This is an optimization exercise on Yosys and OpenROAD, whose aim is small area, a short achievable clock period and few clock cycles, not a production implementation. In this exercise RTL edits were held to simulation tests only and were not proved equivalent to the original. Power figures rest on the tool's default switching activity, not on a simulated workload.

--- flow/run.sh ---
#!/bin/bash
# synth_recipe.tcl (not shown) runs the flow's synth.tcl, then flattens the netlist and writes it again
# the make line also repeats each setting of config.mk as NAME=value (left out here)
make -C /OpenROAD-flow-scripts/flow DESIGN_CONFIG=/design/flow/config.mk WORK_HOME=/design/flow/orfs CLKGATE_MAP_FILE= SYNTH_SCRIPT=/design/flow/synth_recipe.tcl finish
--- flow/config.mk ---
export PLATFORM = sky130hd
export DESIGN_NAME = RSA
export DESIGN_NICKNAME = RSA
export VERILOG_FILES = /design/flow/design.v
export SDC_FILE = /design/flow/constraint.sdc
export NUM_CORES = 8
export LEC_CHECK = 0
export CAP_MARGIN = 20
export CORE_MARGIN = 2
export CORE_UTILIZATION = 40
export SLEW_MARGIN = 20
export SYNTH_MEMORY_MAX_BITS = 8192
--- flow/constraint.sdc ---
create_clock -name core_clock -period 14.0 [get_ports {CLK}]
set_input_delay 2.8000 -clock core_clock [delete_from_list [all_inputs] [get_ports {CLK}]]
set_output_delay 2.8000 -clock core_clock [all_outputs]
set_load 0.01 [all_outputs]
--- flow/design.v ---
module RSA ( key_in, mod_in, data_in, data_out, key_ready, mod_ready, data_ready, resetn, CLK, finish, key_end, mod_end, data_out_ready,state );   
   input           CLK, resetn;
   input [31:0]    key_in, mod_in, data_in;
   input           key_ready, mod_ready, data_ready;
   output          finish;
   output [31:0]   data_out;
   output          key_end, mod_end, data_out_ready;
   output [2:0] state;
   reg [1023:0]    Krg;
   wire [4:0]      count;
   wire [1:0]      InOutMem;
   wire [2:0]      state;
   wire [31:0]     w_data, d_out, r_data_m, r_data_s, r_data0, r_data1, d_in;
   wire [30:16]    MBCon;
   wire [8:0]      MemCon_m, MemCon_s, MemCon0, MemCon1, MemCon_i, MemCon_o;
   wire            MemSel;
   wire [1:0]      DSel;
   wire            v, sign;
   wire            ENKey;
   wire            key_bit;
   parameter       INIT     = 3'h1;
   parameter       IDLE     = 3'h2;
   parameter       KEY_GET  = 3'h3;
   parameter       MOD_GET  = 3'h4;
   parameter       DATA_GET = 3'h5;
   parameter       DATA_OUT = 3'h6;
   parameter       EnCRYPT  = 3'h7;
   always @(posedge CLK) begin
      if (resetn == 1'b0)                  
    Krg <= 1024'h0;
      else if (state == KEY_GET)     
    Krg <= {key_in, Krg[1023:32]};
      else if (ENKey == 1'b1)       
        Krg <= {Krg[1022:0], Krg[1023]}; 
   end
   assign key_bit = Krg[1023]; 
   assign data_out = r_data_m;           
   function [31:0] mux2_1_32;
      input [31:0] a, b;
      input Sel;
      case (Sel)
        1'b0: mux2_1_32 = a;
        1'b1: mux2_1_32 = b;
      endcase
   endfunction  
   function [8:0] mux3_1_9;
      input [8:0] a, b, c, d;
      input [2:0] Sel;
      case (Sel)
        3'b000: mux3_1_9 = a;
        3'b100: mux3_1_9 = b;
    3'b010: mux3_1_9 = c;
    3'b110: mux3_1_9 = c;
    3'b001: mux3_1_9 = d;
    3'b101: mux3_1_9 = d;
        default: mux3_1_9 = a;
      endcase
   endfunction  
   function [31:0] mux3_1_32;
      input [31:0] a, b, c;
      input [1:0] Sel;
      case (Sel)
        2'b00: mux3_1_32 = a;
        2'b01: mux3_1_32 = b;
        2'b10: mux3_1_32 = c;
        default: mux3_1_32 = a;
      endcase
   endfunction  
   assign d_in = (state == MOD_GET) ? mod_in : data_in;
   assign w_data = mux3_1_32(d_out, r_data_m, d_in, DSel);
   assign v = r_data_s[0];
   RSA_MultiplicationBlock  MULT_BLK     (CLK, resetn, MBCon, r_data_m, r_data_s, d_out, sign);
   RSA_SequencerBlock       SEQ_BLK    
     (CLK, resetn, 1'b1, key_ready, mod_ready, data_ready, key_bit, sign, v, MBCon, MemCon_m, MemCon_s, ENKey, MemSel, DSel, count, InOutMem, state, finish, key_end, mod_end, data_out_ready);
   assign MemCon_i = (state == MOD_GET) ? {2'b11, 2'b10, count}:{2'b11, 2'b01, count};
   assign MemCon_o = {2'b01, 2'b00, count};
   assign MemCon0 = mux3_1_9(MemCon_m, MemCon_s, MemCon_i, MemCon_o, {MemSel, InOutMem});
   assign MemCon1 = mux3_1_9(MemCon_s, MemCon_m, MemCon_i, MemCon_o, {MemSel, InOutMem});
   assign r_data_m = mux2_1_32(r_data0, r_data1, MemSel);
   assign r_data_s = mux2_1_32(r_data1, r_data0, MemSel);
   RSA_Memory MEM0 (r_data0, CLK, ~MemCon0[7], ~MemCon0[8], MemCon0[6:0], w_data);
   RSA_Memory MEM1 (r_data1, CLK, ~MemCon1[7], ~MemCon1[8], MemCon1[6:0], w_data);
endmodule  
module RSA_Memory ( Q, CLK, CEN, WEN, A, D);   
   input         CLK;
   input  [31:0] D;          
   input  [6:0]  A;          
   input     CEN, WEN;   
   output [31:0] Q;          
   reg [31:0]    mem [0:127];
   reg [31:0]    Q;
   wire      MemW, MemR;   
   assign MemW = (WEN == 0) & (CEN == 0);
   assign MemR = (WEN == 1) & (CEN == 0);
   always @(posedge CLK) begin
      if (MemW) begin
     mem[A] <= D;
      end
      else if (MemR)
    Q <= mem[A];
   end
endmodule  
module RSA_SequencerBlock (CLK, resetn, enable, key_ready, mod_ready, data_ready, key_bit, sign, v, MBCon, MemCon_m, MemCon_s, EnKey, MemSel, DSel, count, InOutMem, state, finish, key_end, mod_end, data_out_ready);
   input          CLK, resetn, enable, key_ready, mod_ready, data_ready;   
   input          key_bit;
   input      sign;
   input      v;
   output [30:16] MBCon;
   output [8:0]   MemCon_m, MemCon_s;
   output     EnKey;
   output     MemSel;
   output [1:0]   DSel;
   output [4:0]   count;
   output [1:0]   InOutMem;
   output [2:0]   state;
   output     finish, key_end, mod_end, data_out_ready;
   wire [30:0]    Con, Con_MM, Con_MR, Con_IN, Con_C, Con_O;  
   wire [9:0]     i;
   wire [4:0]     j, jj, jp1;
   wire       Cy_mr, Cy_m, Cy_r, sign;
   wire       Hlt_MM, Hlt_MR, Hlt_IN, Hlt_C, Hlt_O;  
   wire       Start_MM, Start_MR, Start_IN, Start_C, Start_O;  
   wire [6:0]     ad_m, ad_s;
   wire [11:0]    Pc;
   wire       Pc_MM, Fin, Hlt;
   reg        exp, msb, s;
   reg [4:0]      count;
   reg        Rst, key_endrg, data_out_readyrg, mod_endrg, Start;
   reg        key_endrg_tmp, mod_endrg_tmp;
   reg [1:0]      InOutMem;
   reg [2:0]      state;
   parameter       INIT     = 3'h1;   
   parameter       IDLE     = 3'h2; 
   parameter       KEY_GET  = 3'h3; 
   parameter       MOD_GET  = 3'h4;  
   parameter       DATA_GET = 3'h5; 
   parameter       DATA_OUT = 3'h6; 
   parameter       ENCRYPT  = 3'h7; 
   always @(posedge CLK) begin
      if (resetn == 1'b0) begin 
         state <= INIT; 
         Rst <= 1'b0;         
         data_out_readyrg <= 1'b0;
         key_endrg <= 1'b0;
         mod_endrg <= 1'b0;
         key_endrg_tmp <= 1'b0;
         mod_endrg_tmp <= 1'b0;
         count <= 5'b00000;
         InOutMem <= 2'b00;
         Start <= 1'b0;                                 
      end
      else if (enable == 1'b1) begin                    
     case(state)                                        
           INIT:                                        
         if (key_ready ==  1'b1)
           state <= KEY_GET; 
         else if (mod_ready == 1'b1) begin
           state <= MOD_GET;
           InOutMem <= 2'b10;                              
         end
       KEY_GET: begin                     
          if (count == 5'b11111) begin    
             state <= IDLE;                   
             key_endrg <= 1'b1;               
             key_endrg_tmp <= 1'b1;           
             count <= 5'b00000;               
          end
          else 
            count <= count + 1;               
       end
       MOD_GET: begin                   
          if (count == 5'b11111) begin  
            state <= IDLE;                 
            mod_endrg <= 1'b1;             
            mod_endrg_tmp <= 1'b1;         
            InOutMem <= 2'b00;             
            count <= 5'b00000;             
          end
          else
        count <= count + 1;             
       end
       DATA_GET: begin                  
          if (count == 5'b11111) begin  
         state <= ENCRYPT;              
         InOutMem <= 2'b00;             
         count <= 5'b00000;             
         Start <= 1'b1;                 
          end
          else
        count <= count + 1;              
       end
       ENCRYPT: begin                
          if (Hlt == 1'b1) begin     
         state <= DATA_OUT;          
         data_out_readyrg <= 1'b1;   
         InOutMem <= 2'b01;          
         count <= 5'b00000;          
          end
          else
        Start <= 1'b0;               
       end
       DATA_OUT: begin                        
          if (data_out_readyrg == 1'b1) begin 
         data_out_readyrg <= 1'b0;            
         count <= count + 1;                  
          end
          else if (count == 5'b11111) begin  
         state <= IDLE;                       
         InOutMem <= 2'b00;                   
         count <= 5'b00000;                   
         Rst <= 1'b1;                         
          end
          else
        count <= count + 1;                   
       end
       IDLE: begin                           
          if (key_ready == 1'b1) begin      
             state <= KEY_GET;                  
             data_out_readyrg <= 1'b0;          
             key_endrg_tmp <= 1'b0;             
             mod_endrg_tmp <= 1'b0;             
             Rst <= 1'b0;                       
          end
          else if (mod_ready == 1'b1) begin 
            state <= MOD_GET;                  
            InOutMem <= 2'b10;                 
            data_out_readyrg <= 1'b0;          
            key_endrg_tmp <= 1'b0;             
            mod_endrg_tmp <= 1'b0;             
            Rst <= 1'b0;                      
          end
          else if (mod_endrg == 1'b1 && key_endrg == 1'b1 && data_ready == 1'b1) begin  
            state <= DATA_GET;              
            InOutMem <= 2'b10;               
            data_out_readyrg <= 1'b0;                  
            key_endrg_tmp <= 1'b0;              
            mod_endrg_tmp <= 1'b0;              
            Rst <= 1'b0;                     
          end
          else begin                   
            data_out_readyrg <= 1'b0;                  
            key_endrg_tmp <= 1'b0;              
            mod_endrg_tmp <= 1'b0;              
            Rst <= 1'b0;                       
          end 
       end 
       default: state <= IDLE;          
     endcase
     end 
   end 
   assign finish = ~(state == INIT || state == IDLE);
   assign key_end = key_endrg_tmp;
   assign mod_end = mod_endrg_tmp;
   assign data_out_ready = data_out_readyrg;
   always @(posedge CLK) begin       
     if (resetn == 1'b0)                
       s <= 1'b0;                     
     else if (Pc[0] == 1'b1)          
       s <= 1'b0;                     
     else if (Hlt_MM == 1'b1)         
       s <= ~((sign ^ v) ^ s);       
   end
   assign MemSel = s | Pc[3];         
   always @(posedge CLK) begin       
     if (resetn == 1'b0)                
       exp <= 1'b0;                   
     else if (Pc[0] == 1'b1)          
       exp <= 1'b0;                   
     else if (Pc[4] == 1'b1)          
       exp <= key_bit;                
   end
   always @(posedge CLK) begin       
     if (resetn == 1'b0)                
       msb <= 1'b0;                   
     else if (Pc[0] == 1'b1)          
       msb <= 1'b0;                   
     else if (Pc[7] == 1'b1)          
       msb <= exp;                    
   end
   function [30:0] mux5_1;           
      input [30:0] a, b, c, d, e;
      input [4:0] Sel;
      case (Sel)
    5'b00000: mux5_1 = 31'b0000000000000000000000000000000;
    5'b00001: mux5_1 = a;                      
    5'b00010: mux5_1 = b;                      
    5'b00100: mux5_1 = c;                      
    5'b01000: mux5_1 = d;                      
    5'b10000: mux5_1 = e;                      
    default: mux5_1 = 31'b0000000000000000000000000000000;
      endcase
   endfunction 
   assign Pc_MM = Pc[5] | Pc[6] | Pc[10];
   assign Con = mux5_1(Con_MM, Con_MR, Con_IN, Con_C, Con_O,
                       {Pc[9], Pc[3], Pc[1], Pc[2], Pc_MM});
   assign Fin = Hlt_MM | Hlt_MR | Hlt_IN | Hlt_C | Hlt_O | Start;
   RSA_MemoryAddressController MEM_CON      (i[4:0], j, jj, jp1, Pc[5], Con[5:0], ad_m, ad_s);
   RSA_LoopController          LOOP_CON     (CLK, resetn, Con[11:6], {Pc[8],Pc[0]}, i, j, jj, jp1, Cy_mr, Cy_m, Cy_r);
   RSA_ModExpSequencer         MODEXP_SEQ   (CLK, resetn, Rst, msb, exp, Cy_mr, Fin, Pc);
   RSA_StartGen               START_MM     (CLK, resetn, Rst, Hlt_MM, Pc_MM, Start_MM);   
   RSA_MontMultSequencer       MONTMULT_SEQ (CLK, resetn, Start_MM, i, Cy_m, Pc[5], Con_MM, Hlt_MM);
   RSA_StartGen               START_MR     (CLK, resetn, Rst, Hlt_MR, Pc[2], Start_MR);
   RSA_MontRedcSequencer       MONTREDC_SEQ (CLK, resetn, Start_MR, i, sign, Cy_m, Cy_mr, Con_MR, Hlt_MR);
   RSA_StartGen                START_IN     (CLK, resetn, Rst, Hlt_IN, Pc[1], Start_IN);
   RSA_InvNSequencer           INVN_SEQ     (CLK, resetn, Start_IN, Cy_r, Con_IN, Hlt_IN);
   RSA_StartGen                START_C      (CLK, resetn, Rst, Hlt_C, Pc[3], Start_C);
   RSA_CpSequencer             Cp_SEQ       (CLK, resetn, Start_C, Cy_m, Con_C, Hlt_C);
   RSA_StartGen                START_O      (CLK, resetn, Rst, Hlt_O, Pc[9], Start_O);
   RSA_OneSequencer            ONE_SEQ      (CLK, resetn, Start_O, Cy_m, Con_O, Hlt_O);
   assign MBCon = Con[30:16];
   assign MemCon_m = {Con[15:14], ad_m};
   assign MemCon_s = {Con[13:12], ad_s};
   assign Hlt = Pc[11];
   assign DSel = {Pc[0], Pc[3]};
   assign EnKey = Pc[8];
endmodule  
module RSA_StartGen (CLK, resetn, Rst, Hlt, Pc, Start);
   input  CLK, resetn, Rst, Hlt, Pc;
   output Start;
   reg    rgt;
   always @(posedge CLK) begin       
     if (resetn == 1'b0)                
       rgt <= 1'b0;                   
     else if (Rst == 1'b1)            
       rgt <= 1'b0;                   
     else if (Hlt == 1'b1)            
       rgt <= 1'b0;                   
     else
       rgt <= rgt | Pc;           
   end
   assign Start = ~rgt & Pc;           
endmodule  
module RSA_ModExpSequencer (CLK, resetn, Rst, Msb, Exp, Cy_mr, Fin, pc);
   input         CLK, resetn, Rst;
   input     Msb, Exp;
   input         Cy_mr;
   input     Fin;    
   output [11:0] pc;
   reg    [11:0] pc;
   always @(posedge CLK) begin                   
     if (resetn == 1'b0)                            
       pc <= 12'b000000000001;
     else if (Rst == 1'b1)
       pc <= 12'b000000000001;
     else if (pc[0])
       if (Fin == 1) pc <= {pc[10:0],1'b0};       
       else       pc <= pc;                       
     else if (pc[1] || pc[2] || pc[3] || pc[9] || pc[10])  
       if (Fin == 1) pc <= {pc[10:0],1'b0};       
       else          pc <= pc;                    
     else if (pc[4])
       if (Msb == 1) pc <= {pc[10:0],1'b0};       
       else          pc <= 12'b000010000000;      
     else if (pc[5])
       if (Fin == 1) 
     if (Exp == 1) pc <= {pc[10:0],1'b0};     
     else          pc <= 12'b000100000000;    
       else            pc <= pc;                  
     else if (pc[6])
       if (Fin == 1) pc <= 12'b000100000000;      
       else          pc <= pc;                    
     else if (pc[8])
       if (Cy_mr == 1) pc <= {pc[10:0],1'b0};     
       else            pc <= 12'b000000010000;    
     else
       pc <= {pc[10:0],1'b0};                     
   end
endmodule  
module RSA_MontMultSequencer (CLK, resetn, Start, i, Cy_m, Sel, Con, Hlt);
   input         CLK, resetn, Start;
   input  [9:0]  i;        
   input     Cy_m, Sel;     
   output [30:0] Con;
   output    Hlt;
   reg    [27:0] pc;
   wire      zero;
   assign zero = ~(|(i ^ 10'b0000000000));
   always @(posedge CLK) begin
     if (resetn == 1'b0)
       pc <= 28'b0000000000000000000000000000;
     else if(Start == 1'b1)
       pc <= 28'b0000000000000000000000000001;
     else if (pc[1])
       pc <= 28'b0000000000000000000000001000;       
     else if (pc[5])
       if (zero == 1'b1)
     pc <= {pc[26:0],1'b0};                      
       else 
     pc <= 28'b0000000000000000000100000000;     
     else if (pc[7])
       if (Cy_m == 1'b1)
     pc <= 28'b0000000000000001000000000000;     
       else
     pc <= 28'b0000000000000000000001000000;     
     else if (pc[9])
       pc <= 28'b0000000000000000100000000000;
     else if (pc[11])
       if (Cy_m == 1'b1)
     pc <= {pc[26:0],1'b0};                      
       else
     pc <= 28'b0000000000000000010000000000;     
     else if (pc[17])
       if (Cy_m == 1'b1)
     pc <= {pc[26:0],1'b0};                      
       else
     pc <= 28'b0000000000010000000000000000;     
     else if (pc[21])
       if (Cy_m == 1'b1)
     pc <= {pc[26:0],1'b0};                      
       else
     pc <= 28'b0000000000000000000000000100;     
     else if (pc[23])
       pc <= 28'b0010000000000000000000000000;       
     else if (pc[25])
       if (Cy_m == 1'b1)
     pc <= {pc[26:0],1'b0};                      
       else
     pc <= 28'b0000010000000000000000000000;     
     else
       pc <= {pc[26:0],1'b0};
   end
   function [30:0] decoder;
      input [27:0] pc;
      input Sel, zero;
      case(pc)
    28'b0000000000000000000000000001: if (Sel == 1'b0) decoder = {15'b010100000000000, 4'b0100, 6'b010100, 6'b001000};  
                                     else             decoder = {15'b010100000000000, 4'b0100, 6'b010100, 6'b100000};  
    28'b0000000000000000000000000010: decoder = {15'b000010100001000, 4'b0111, 6'b000000, 6'b000101};  
    28'b0000000000000000000000000100: decoder = {15'b000000000000000, 4'b0101, 6'b000000, 6'b000000};  
    28'b0000000000000000000000001000: if (zero == 1'b1) decoder = {15'b010110000000000, 4'b0100, 6'b000000, 6'b011000};  
                                      else              decoder = {15'b011010000000000, 4'b0100, 6'b000000, 6'b011000};  
    28'b0000000000000000000000010000: decoder = {15'b000110100100000, 4'b0100, 6'b000000, 6'b000000};  
    28'b0000000000000000000000100000: if (Sel == 1'b0) decoder = {15'b000010000000000, 4'b0111, 6'b000100, 6'b001100};  
                                     else              decoder = {15'b000010000000000, 4'b0111, 6'b000100, 6'b100100};  
    28'b0000000000000000000001000000: decoder = {15'b000100100000000, 4'b0000, 6'b000000, 6'b000000};  
    28'b0000000000000000000010000000: decoder = {15'b100000000000000, 4'b0111, 6'b001000, 6'b101000};  
    28'b0000000000000000000100000000: if (Sel == 1'b0) decoder = {15'b000000000000000, 4'b0101, 6'b000000, 6'b001000};  
                                     else              decoder = {15'b000000000000000, 4'b0101, 6'b000000, 6'b100000};  
    28'b0000000000000000001000000000: decoder = {15'b001000100000000, 4'b0001, 6'b000000, 6'b000110};  
    28'b0000000000000000010000000000: decoder = {15'b000000100000000, 4'b0001, 6'b000000, 6'b000110};  
    28'b0000000000000000100000000000: decoder = {15'b101000000000000, 4'b0111, 6'b001000, 6'b101000};  
    28'b0000000000000001000000000000: decoder = {15'b000000000001000, 4'b1101, 6'b000100, 6'b110100};  
    28'b0000000000000010000000000000: decoder = {15'b010010001100000, 4'b0101, 6'b000000, 6'b010000};  
    28'b0000000000000100000000000000: decoder = {15'b011000100000000, 4'b0001, 6'b000000, 6'b000110};  
    28'b0000000000001000000000000000: decoder = {15'b101000000000000, 4'b0100, 6'b001000, 6'b111000};  
    28'b0000000000010000000000000000: decoder = {15'b000000100000000, 4'b0001, 6'b000000, 6'b000110};  
    28'b0000000000100000000000000000: decoder = {15'b101000000000000, 4'b0111, 6'b001000, 6'b111111};  
    28'b0000000001000000000000000000: decoder = {15'b000000000000000, 4'b0101, 6'b000100, 6'b110101};  
    28'b0000000010000000000000000000: decoder = {15'b001010101000000, 4'b0000, 6'b000000, 6'b000000};  
    28'b0000000100000000000000000000: if (Sel == 1'b0) decoder = {15'b100000000000000, 4'b0111, 6'b000000, 6'b001111};  
                                     else              decoder = {15'b100000000000000, 4'b0111, 6'b000000, 6'b100111};  
    28'b0000001000000000000000000000: decoder = {15'b100000100011000, 4'b0011, 6'b100101, 6'b000101};  
    28'b0000010000000000000000000000: decoder = {15'b000000000000000, 4'b0101, 6'b000000, 6'b010000};  
    28'b0000100000000000000000000000: decoder = {15'b001010101000001, 4'b0000, 6'b000000, 6'b000000};  
    28'b0001000000000000000000000000: decoder = {15'b001010001000000, 4'b0100, 6'b000000, 6'b111000};  
    28'b0010000000000000000000000000: decoder = {15'b100000100000001, 4'b1101, 6'b001000, 6'b100110};  
    28'b0100000000000000000000000000: decoder = {15'b000000000000000, 4'b0001, 6'b010100, 6'b000101};  
    28'b0100000000000000000000000000: decoder = {15'b000000000000000, 4'b0000, 6'b000000, 6'b000000};  
    default: decoder = 31'b0000000000000000000000000000000;
      endcase
   endfunction
   assign Con = decoder(pc, Sel, zero);
   assign Hlt = pc[27];
endmodule  
module RSA_MontRedcSequencer (CLK, resetn, Start, i, sign, Cy_m, Cy_mr, Con, Hlt);
   input         CLK, resetn, Start;
   input  [9:0]  i;  
   input     sign;   
   input     Cy_m, Cy_mr;     
   output [30:0] Con;
   output    Hlt;
   reg    [10:0] pc;
   reg      op;
   wire     a;
   wire  [32:0] Contmp;
   assign a = ~(op ^ sign);
   always @(posedge CLK) begin
     if (resetn == 1'b0)
       op <= 1'b0;
     else if(Contmp[31] == 1'b1)
       op <= 1'b0;
     else if (Contmp[32] == 1'b1)
       op <= a;
   end
   always @(posedge CLK) begin
     if (resetn == 1'b0)
       pc <= 11'b00000000000;
     else if (Start == 1'b1)
       pc <= 11'b00000000001;
     else if (pc[2])
       if (op == 1'b0)
     pc <= {pc[9:0],1'b0};         
       else
     pc <= 11'b00000010000;        
     else if (pc[3] || pc[4])  
       pc <= 11'b00000100000;          
     else if (pc[5]) begin
       if (Cy_m == 1'b1) 
     pc <= {pc[9:0],1'b0};         
       else 
     pc <= 10'b0000000100;         
     end
     else if (pc[6]) begin
       if (Cy_mr == 1'b1)
     if (a == 1'b0)
       pc <= {pc[9:0],1'b0};       
     else
       pc <= 11'b10000000000;      
       else
     pc <= 11'b00000000100;        
     end
     else if (pc[9]) begin
       if (Cy_m == 1'b1)
     pc <= {pc[9:0],1'b0};         
       else
     pc <= 11'b00010000000;        
     end
     else
       pc <= {pc[9:0],1'b0};           
   end
   function [32:0] decoder;
      input [10:0] pc;
      input a;
      case(pc)
    11'b00000000001: decoder = {2'b01, 15'b010101010000000, 4'b0000, 6'b010100, 6'b000000};  
    11'b00000000010: decoder = {2'b10, 15'b100000000010000, 4'b0101, 6'b000000, 6'b010001};  
    11'b00000000100: decoder = {2'b00, 15'b000000000000000, 4'b0101, 6'b000000, 6'b010001};  
    11'b00000001000: decoder = {2'b00, 15'b001010101000000, 4'b0000, 6'b000000, 6'b000000};  
    11'b00000010000: decoder = {2'b00, 15'b001010101010001, 4'b0000, 6'b000000, 6'b000000};  
    11'b00000100000: decoder = {2'b00, 15'b100000000000010, 4'b1111, 6'b001000, 6'b001001};  
    11'b00001000000:
      if (a == 1'b0)
        decoder = {2'b10, 15'b010000000000000, 4'b0000, 6'b100101, 6'b000000};  
      else
        decoder = {2'b10, 15'b100000000010000, 4'b0000, 6'b100101, 6'b000000};  
    11'b00010000000: decoder = {2'b00, 15'b000000000000000, 4'b0101, 6'b000000, 6'b010001};  
    11'b00100000000: decoder = {2'b00, 15'b001010101000000, 4'b0000, 6'b000000, 6'b000000};  
    11'b01000000000: decoder = {2'b00, 15'b100000000000000, 4'b1111, 6'b001000, 6'b001001};  
    11'b10000000000: decoder = {2'b00, 15'b000000000000000, 4'b0000, 6'b010100, 6'b000000};  
    default: decoder = 33'b000000000000000000000000000000000;
      endcase
   endfunction
   assign Contmp = decoder(pc, a);
   assign Con = Contmp[30:0];
   assign Hlt = pc[10];
endmodule  
module RSA_InvNSequencer (CLK, resetn, Start, Cy_r, Con, Hlt);
   input         CLK, resetn, Start;
   input     Cy_r;     
   output [30:0] Con;
   output    Hlt;
   reg    [6:0] pc;
   always @(posedge CLK) begin
     if (resetn == 1'b0)
       pc <= 7'b0000000;
     else if (Start == 1'b1)
       pc <= 7'b0000001;
     else if (pc[3])
       if (Cy_r == 1'b1) pc <= {pc[5:0],1'b0};    
       else              pc <=  7'b0000100;       
     else
       pc <= {pc[5:0],1'b0};    
   end
   function [30:0] decoder;  
      input [6:0] pc;
      case(pc)
    7'b0000001: decoder = {15'b010100000000000, 4'b0100, 6'b010100, 6'b010000};  
    7'b0000010: decoder = {15'b000010100000000, 4'b0001, 6'b100001, 6'b000010};  
    7'b0000100: decoder = {15'b000010101100100, 4'b0000, 6'b000000, 6'b000000};  
    7'b0001000: decoder = {15'b000010100100100, 4'b1101, 6'b100001, 6'b011010};  
    7'b0010000: decoder = {15'b000000000000000, 4'b0100, 6'b000000, 6'b011000};  
    7'b0100000: decoder = {15'b100110101010001, 4'b0000, 6'b000000, 6'b000000};  
    7'b1000000: decoder = {15'b000000000000000, 4'b1111, 6'b010100, 6'b011011};  
    default: decoder = 31'b0000000000000000000000000000000;
      endcase
   endfunction
   assign Con = decoder(pc);
   assign Hlt = pc[6];
endmodule  
module RSA_CpSequencer (CLK, resetn, Start, Cy_m, Con, Hlt);
   input         CLK, resetn, Start;
   input         Cy_m;
   output [30:0] Con;
   output        Hlt;
   reg    [3:0] pc;
   always @(posedge CLK) begin
     if (resetn == 1'b0)
       pc <= 4'b0000;
     else if (Start == 1'b1)
       pc <= 4'b0001;
     else if (pc[2])
       if (Cy_m == 1'b1) pc <= {pc[2:0],1'b0};
       else              pc <= 4'b0010;
     else 
       pc <= {pc[2:0],1'b0};   
   end
   function [30:0] decoder;
      input [3:0] pc;
      case(pc)
    4'b0001: decoder = {15'b000000000000000, 4'b0000, 6'b010100, 6'b000000};  
    4'b0010: decoder = {15'b000000000000000, 4'b0100, 6'b000000, 6'b001000};  
    4'b0100: decoder = {15'b000000000000000, 4'b0011, 6'b101000, 6'b000000};  
    4'b1000: decoder = {15'b000000000000000, 4'b0000, 6'b010100, 6'b000000};  
    default: decoder = 31'b0000000000000000000000000000000;
      endcase
   endfunction
   assign Con = decoder(pc);
   assign Hlt = pc[3];
endmodule  
module RSA_OneSequencer (CLK, resetn, Start, Cy_m, Con, Hlt);
   input         CLK, resetn, Start;
   input         Cy_m;
   output [30:0] Con;
   output        Hlt;
   reg    [4:0] pc;
   always @(posedge CLK) begin
     if (resetn == 1'b0)
       pc <= 5'b00000;
     else if (Start == 1'b1) 
       pc <= 5'b00001;
     else if (pc[3])
       if (Cy_m == 1'b1) pc <= {pc[3:0],1'b0};
       else              pc <= pc;
     else 
       pc <= {pc[3:0],1'b0};   
   end
   function [30:0] decoder;
      input [4:0] pc;
      case(pc)
    5'b00001: decoder = {15'b100000000010000, 4'b0000, 6'b000100, 6'b000000};  
    5'b00010: decoder = {15'b000000000001000, 4'b1100, 6'b001000, 6'b001000};  
    5'b00100: decoder = {15'b010000000000000, 4'b0000, 6'b000000, 6'b000000};  
    5'b01000: decoder = {15'b000000000001000, 4'b1100, 6'b001000, 6'b001000};  
    5'b10000: decoder = {15'b000000000000000, 4'b0000, 6'b000000, 6'b000000};  
    default: decoder = 31'b0000000000000000000000000000000;
      endcase
   endfunction
   assign Con = decoder(pc);
   assign Hlt = pc[4];
endmodule  
module RSA_LoopController (CLK, resetn, Con, Pc, i, j, jj, jp1, Cy_mr, Cy_m, Cy_r);
   input        CLK, resetn; 
   input  [5:0] Con;
   input  [1:0] Pc;
   output [9:0] i;
   output [4:0] j, jj, jp1;
   output   Cy_mr, Cy_m, Cy_r;
   reg [9:0]    i, i_me;
   reg [4:0]    j, jj;
   wire [9:0]   add_in;
   wire [10:0]  q;
   function [9:0] mux3_1;
      input [4:0] a;
      input [9:0] b, c;
      input [1:0] Sel;
      case (Sel)
        2'b00: mux3_1 = {5'b00000, a};
        2'b01: mux3_1 = b;
    2'b10: mux3_1 = c;
    default: mux3_1 = c;
      endcase
   endfunction
   assign add_in = mux3_1(j, i, i_me, {Pc[1], Con[0]});      
   assign q = add_in + 10'b0000000001;
   assign Cy_r = q[5];
   assign Cy_m = q[5];
   assign Cy_mr = q[10];           
   always @(posedge CLK) begin
     if (resetn == 1'b0)
       i <= 10'b0000000000;
     else if (Con[4] == 1'b1)
       i <= 10'b0000000000;
     else if (Con[5] == 1'b1)
       i <= q;
   end
   always @(posedge CLK) begin
     if (resetn == 1'b0)
       j <= 5'b00000;
     else if (Con[2] == 1'b1)
       j <= 5'b00000;
     else if (Con[3] == 1'b1)
       j <= q[4:0];
   end
   always @(posedge CLK) begin
     if (resetn == 1'b0)
       jj <= 5'b00000;
     else if (Con[3] == 1'b1)
       jj <= j;
   end
   always @(posedge CLK) begin
     if (resetn == 1'b0)
       i_me <= 10'b0000000000;
     else if (Pc[0] == 1'b1)
       i_me <= 10'b0000000000;
     else if (Pc[1] == 1'b1)
       i_me <= q;      
   end
   assign jp1 = q[4:0];
endmodule  
module RSA_MemoryAddressController (i, j, jj, jp1, Sel, Con, ad_m, ad_s);
   input  [4:0] i, j, jj, jp1;
   input    Sel;
   input  [5:0] Con;
   output [6:0] ad_m;
   output [6:0] ad_s;
   function [6:0] adg_m;
      input [4:0] i, j, jp1;
      input [2:0] Con;
      input Sel;
      case (Con)
        3'b000: adg_m = {2'b00, i};     
        3'b001: adg_m = {2'b01, j};     
        3'b010: adg_m = {2'b10, j};     
    3'b011: adg_m = 7'b1100000;     
        3'b100: adg_m = {2'b00, j};     
        3'b101: adg_m = (Sel == 1'b0)? {2'b01, jp1} : {2'b00, jp1};   
        3'b110: adg_m = 7'b1100011;     
        3'b111: adg_m = {2'b10, jp1};   
        default: adg_m = 7'b0000000;
      endcase
   endfunction
   assign ad_m = adg_m(i, j, jp1, Con[5:3], Sel);
   function [6:0] adg_s;
      input [4:0] i, j, jj, jp1;
      input [2:0] Con;
      case (Con)
        3'b000: adg_s = {2'b00, j};     
        3'b001: adg_s = {2'b01, j};     
        3'b010: adg_s = {2'b10, j};     
    3'b011: adg_s = 7'b1100000;     
        3'b100: adg_s = 7'b1100001;     
        3'b101: adg_s = 7'b1100010;     
        3'b110: adg_s = {2'b00, jp1};   
        3'b111: adg_s = {2'b00, jj};    
        default: adg_s = 7'b0000000;
      endcase
   endfunction
   assign ad_s = adg_s(i, j, jj, jp1, Con[2:0]);
endmodule  
module RSA_MultiplicationBlock (CLK, resetn, Con, d_in0, d_in1, d_out, sign);
   input          CLK, resetn;
   input  [30:16] Con;             
   input  [31:0]  d_in0, d_in1;    
   output [31:0]  d_out;           
   output         sign;            
   wire [31:0]  c, x, y;
   wire [32:0]  z;
   wire [31:0]  regc_in, regx_in, regy_in, regz_out;
   wire [63:0]  q;
   function [31:0] mux4_1;
      input [31:0] a, b, c, d;
      input [1:0] Sel;
      case (Sel)
        2'b00: mux4_1 = a;
        2'b01: mux4_1 = b;
        2'b10: mux4_1 = c;
    2'b11: mux4_1 = d;
      endcase
   endfunction  
   function [31:0] mux3_1;
      input [31:0] a, b, c;
      input [1:0] Sel;
      case (Sel)
        2'b00: mux3_1 = a;
        2'b01: mux3_1 = b;
        2'b10: mux3_1 = c;
        default: mux3_1 = a;
      endcase
   endfunction  
   function [31:0] mux2_1;
      input [31:0] a, b;
      input Sel;
      case (Sel)
        1'b0: mux2_1 = a;
        1'b1: mux2_1 = b;
      endcase
   endfunction  
   function [32:0] mux2_1_shift;
      input [31:0] a;
      input Sel;
      case (Sel)
        1'b0: mux2_1_shift = {1'b0,a};      
        1'b1: mux2_1_shift = {a,1'b0};       
      endcase
   endfunction  
   function  [31:0] exor;
      input [31:0] d;
      input Inv;
      integer i;
      for (i = 0; i <= 31; i = i + 1) begin
        exor[i] = d[i] ^ Inv;
      end
   endfunction  
   assign regx_in = mux4_1(d_in0, q[31:0], 32'h00000001, d_in1, Con[22:21]);
   assign d_out = mux2_1(q[31:0], c, Con[19]);
   assign regc_in = mux2_1(q[63:32], 32'h00000001, Con[20]);
   assign regy_in = mux2_1(exor(d_in0, Con[16]), q[31:0], Con[18]);
   assign z = mux2_1_shift(regz_out, Con[17]);
   assign sign = c[0];
   RSA_Register32 REG_C (CLK, resetn, Con[30], Con[29], regc_in, c);
   RSA_Register32 REG_Z (CLK, resetn, Con[28], Con[27], d_in1, regz_out);
   RSA_Register32 REG_X (CLK, resetn, Con[26], Con[25], regx_in, x);
   RSA_Register32 REG_Y (CLK, resetn, Con[24], Con[23], regy_in, y);
   RSA_ArithCore ArithCore (x, y, z, c, q);
endmodule  
module RSA_Register32 (CLK, resetn, enable, Rst, d, q);
   input  CLK, resetn, enable, Rst;
   input  [31:0] d;
   output [31:0] q;
   reg    [31:0] q;
   always @(posedge CLK) begin
     if (resetn == 1'b0)
       q <= 32'h00000000;
     else if (Rst == 1'b1)
       q <= 32'h00000000;
     else if (enable == 1'b1)
       q <= d;
   end
endmodule  
module RSA_ArithCore (x, y, z, c, q);
   input  [31:0] x, y, c;
   input  [32:0] z;
   output [63:0] q;
   assign q = z + c + x * y;
endmodule  
==> results.txt <==
==> cells by family after synthesis <==
group           share of synthesized area [%]
simple gates                             6.49
compound gates                           11.3
buf+inv                                  3.05
flops                                    66.4
mux                                      6.97
xor+xnor                                0.336
fa+ha+maj                                5.46
==> synth_stat cells (44+ instances only) <==
library cell / instances
o2bb2ai_1: 408
a221oi_1: 615
and2_1: 285
buf_2: 451
mux2i_1: 1821
inv_1: 997
a2111oi_0: 64
a22o_1: 94
dfxtp_1: 1275
nor3_1: 168
clkbuf_1: 1281
ha_1: 308
nand4_1: 106
mux2_1: 44
a22oi_1: 413
o221ai_1: 63
a222oi_1: 182
edfxtp_1: 8256
o22ai_1: 236
mux4_2: 101
a21o_1: 59
o211ai_1: 91
nand3_1: 388
a211oi_1: 1386
a221o_1: 414
nand2_1: 3135
a311oi_1: 82
nor2_1: 1876
xnor2_1: 104
a31oi_1: 101
mux2_2: 685
xor2_1: 54
fa_1: 931
and3_1: 86
a21oi_1: 1365
nor4_1: 66
buf_1: 389
o21ai_0: 498
==> state kept, by name (all words and copies together), names as in the netlist, 4 cells and up <==
signal	count
MEM1.Q	32
SEQ_BLK.LOOP_CON.i_me	10
MEM0.mem	4096
Krg	1024
MULT_BLK.REG_C.q	32
SEQ_BLK.count	5
MEM0.Q	32
MEM1.mem	4096
SEQ_BLK.MONTREDC_SEQ.pc	11
SEQ_BLK.LOOP_CON.i	10
SEQ_BLK.INVN_SEQ.pc	7
MULT_BLK.REG_X.q	32
SEQ_BLK.Cp_SEQ.pc	4
SEQ_BLK.MODEXP_SEQ.pc	12
SEQ_BLK.MONTMULT_SEQ.pc	28
SEQ_BLK.LOOP_CON.j	5
SEQ_BLK.ONE_SEQ.pc	5
MULT_BLK.REG_Z.q	32
SEQ_BLK.LOOP_CON.jj	5
MULT_BLK.REG_Y.q	32
==> cell usage in the layout (no fill, tap or decap), drive strengths merged, types with 931 or more instances in the layout <==
cell type,Yosys,final
edfxtp,8256,8256
nand2,3137,3137
nor2,1877,1877
mux2i,1821,1821
a211oi,1387,1387
a21oi,1365,1365
dfxtp,1275,1275
clkbuf,1281,1222
buf,872,1197
inv,998,1023
fa,931,931
==> critical path: cells and delay by family (launching register included) <==
kind / cells / cell delay, ns
AO/OA/AOI/OAI: 22 / 4.75
XOR/XNOR: 2 / 0.35
adder cells (fa/ha/maj): 10 / 4.68
buffers and inverters: 11 / 1.21
flip-flops: 1 / 0.32
AND/OR/NAND/NOR: 9 / 1.83
==> worst paths after layout <==
check                                           end  cells after the start  slack, ns                             startpoint
setup / recovery  MULT_BLK.REG_C.q[28]$_SDFFE_PP0P_                     54       0.70  SEQ_BLK.MONTREDC_SEQ.pc[7]$_SDFF_PP0_
hold / removal                 Krg[71]$_SDFFE_PN0P_                      2       0.42                  Krg[103]$_SDFFE_PN0P_
setup reg to reg  MULT_BLK.REG_C.q[28]$_SDFFE_PP0P_                     54       0.70  SEQ_BLK.MONTREDC_SEQ.pc[7]$_SDFF_PP0_
hold reg to reg                Krg[71]$_SDFFE_PN0P_                      2       0.42                  Krg[103]$_SDFFE_PN0P_
==> report_power, final <==
part | switching (W) | leakage (nW) | internal, W
logic | 0.0136 | 54.3 | 0.00488
registers | 0.00145 | 84.6 | 0.0329
clock network | 0.0115 | 15.3 | 0.0146
total | 0.0265 | 154 | 0.0524
==> routing by layer <==
metal / part of all wire (%) / track usage (%) / up-vias
met5: 0.044 / 0 / -
met4: 5.6 / 13.4 / 66
met3: 14 / 9.57 / 3443
met2: 42 / 42.4 / 20387
met1: 38 / 39.9 / 144469
li1: - / - / 112631
==> per-stage QoR <==
stage / setup TNS [ns] / total power [W] / instances / util [%]
2_1_floorplan: -9975.75 / 0.0434 / 29463 / -
3_3_place_gp: 0 / 0.0523 / 42271 / 42.4
3_5_place_dp: 0 / 0.0524 / 42285 / 42.5
4_1_cts: 0 / 0.0780 / 44078 / 45.5
5_1_grt: 0 / 0.0804 / 44107 / 45.6
6_report: 0 / 0.0789 / 44196 / 45.6
==> layout make-up <==
cell class / count / area (um2) / share of cell area [%]
sequential: 9531 / 273000 / 58.5
timing repair buffer: 1343 / 12200 / 2.61
antenna: 99 / 248 / 0.0530
tap: 13651 / 17100 / 3.65
inverter: 1000 / 3760 / 0.804
clock buffer: 1216 / 25500 / 5.46
clock inverter: 577 / 5910 / 1.26
multi-input combinational: 16779 / 129000 / 27.7
==> results.txt <==
The count of antenna-violating nets left after detailed routing came out at 0. Dividing the detail-routed via count by the number of cells gives around 6.4. Ranked by total cell area, the synthesized netlist is headed by edfxtp_1, dfxtp_1, fa_1.

The total overflow reported by the global router came out at 0. The setup slack after placement is between 0.4 and 0.5 ns. In this run the horizontal extent of the chip is slightly above 1000 um. The leakage power is roughly 150 nW. The critical path data arrival time came out at roughly 14 ns.

The peak ir drop on the vdd network came out at 0.160 mV. The proportion of synthesized flip-flops having asynchronous set or reset came out at 0%. The final weighted congestion in routability-driven placement is 0.954. The top-area cell type share of the netlist area came out at between 60% and 70%. The cell area power density came out at 169 nW/um2. The height of the die is between 1000 and 1500 um. The portion of the clock cycle consumed by the worst path in the final layout came out at between 90% and 100%. The total half-perimeter wirelength after legalization and detailed placement came out at between 900,000 and 1,000,000 um. The critical path is of the reg -> reg type.

The clock sink count came out at about 9,500. The cell area reported after detailed placement is between 400,000 and 500,000 um2. The initial antenna violation count is around 150.

The clock-pin slew on the worst setup and hold paths came out at around 0.06 ns. The routed wirelength normalized by instance count is approximately 36 um. The worst hold-check path type is reg -> reg.

The kind of launch point of the worst setup path is a flop. The detailed-router iteration count before antenna repair is 9. The least setup slack across all paths after layout came out at 0.701 ns. The post-synthesis net count came out at slightly above 30,000. The post-synthesis sequential area ratio is roughly 66%. The number of remaining DRC errors is 0.

The data required time of the worst path is roughly 15 ns. Setup repair after global routing left no endpoint under its margin. The CTS buffer count is 968.

The final design area excluding fillers is 468,000 um2. The number of rows in the core area is 372. Timing would allow up to 0.0752 GHz. Cells with a size suffix above 1 make up between 10% and 20% of the layout. On the final layout, the worst clock skew is 0.242 ns.

On the worst path, the slowest cell contributes a delay of between 0.5 and 0.6 ns. The pin count of the biggest net entering global routing is 243. The largest area contributor in the netlist is edfxtp_1. The post-layout net count came out at around 31,000.

The worst-skew pair later-pin latency came out at between 1 and 1.5 ns. The via count of the first global-routing pass is around 260k. The max-slew violation count came out at 0. The Yosys step of the flow raised 14 warnings.

The worst setup path is captured at a flop. The distinct cell type count of the synthesized netlist is ~100. The H-tree was split into 6 levels. The total routed wirelength came out at roughly 1,600,000 um.

Across the run, the number of max-cap violations was 0. The slowest library cell on the worst path is fa_1. The buffer count from post-CTS setup fixing is 0. The effective utilization at floorplan is ~40%. The final-layout fill cell count is 90,424. The layout-stage area growth over the synthesis result is 13.6%. The run finished with no timing, DRC or antenna violations. The hold violation count in the final report is 0. The hold buffer count at cts came out at 0. Of all nets on the critical path, the largest fanout is 5. The root buffer cell is clkbuf_16. TritonCTS built the clock tree.

The shortest period the worst path allows came out at ~13 ns. The total global routing track utilization came out at ~29%. The number of setup violations in the final report came out at 0.

The final hold slack is 0.424 ns. The number of synthesized flops with an enable pin is around 8,300. The most numerous cell on the critical path is fa_1. The average cell area after synthesis came out at approximately 14 um2. In this run the tool buffered the top-level ports with between 100 and 150 buffer cells. The number of standard cells after synthesis is 29,463. The floorplan step defined a die boundary enclosing between 1,000,000 and 1,500,000 um2. The total core area is 1,030,000 um2. The number of gates resized after CTS was 0.

The clock passes through at most 5 buffers. The wire length of the first global-routing pass came out at approximately 2,200,000 um. Among all flip-flop cells after synthesis, the most frequent one is edfxtp_1. The register bit total from synthesis is 9,531. The area of the mapped netlist came out at roughly 400,000 um2. The routed via count came out at between 200k and 300k.

The violation count after the first detailed-route iteration came out at between 40,000 and 50,000. The transition at the pin with the smallest max-transition slack is 1.43 ns. The number of top-level design ports came out at 140. The max-slew headroom at the worst pin came out at 4.64%.
Testbench counts, summed over its fixed seeds: cycles 29,961,241.

## port drivers added, routing unchanged
How much do the figures lean on ideal ports? The routed layout below was timed once more, with nothing changed but the port constraints. Step 1: set_driving_cell puts a clkbuf_16 on CLK and a buf_2 on each other input, an assumption about the parent block. Step 2, shift: input delay + t, output delay - t, t = (earliest + latest rising clock arrival at the registers) / 2. This alone moves slack from input paths to output paths. a / b / c = no drivers / after step 1 / after step 2; a / b = the first two.
t, ns: 1.395
slack for setup (ns): 0.701 / 0.701 / 0.701
hold WS [ns]: 0.424 / 0.424 / 0.424
worst register clock-pin slew, ns: 0.07 / 0.07
pins driven straight from the clock port: 1
After both steps setup and hold are still met in this run. For this run, drivers alone change the setup slack by 0.000 ns; drivers and shift together by 0.000 ns.
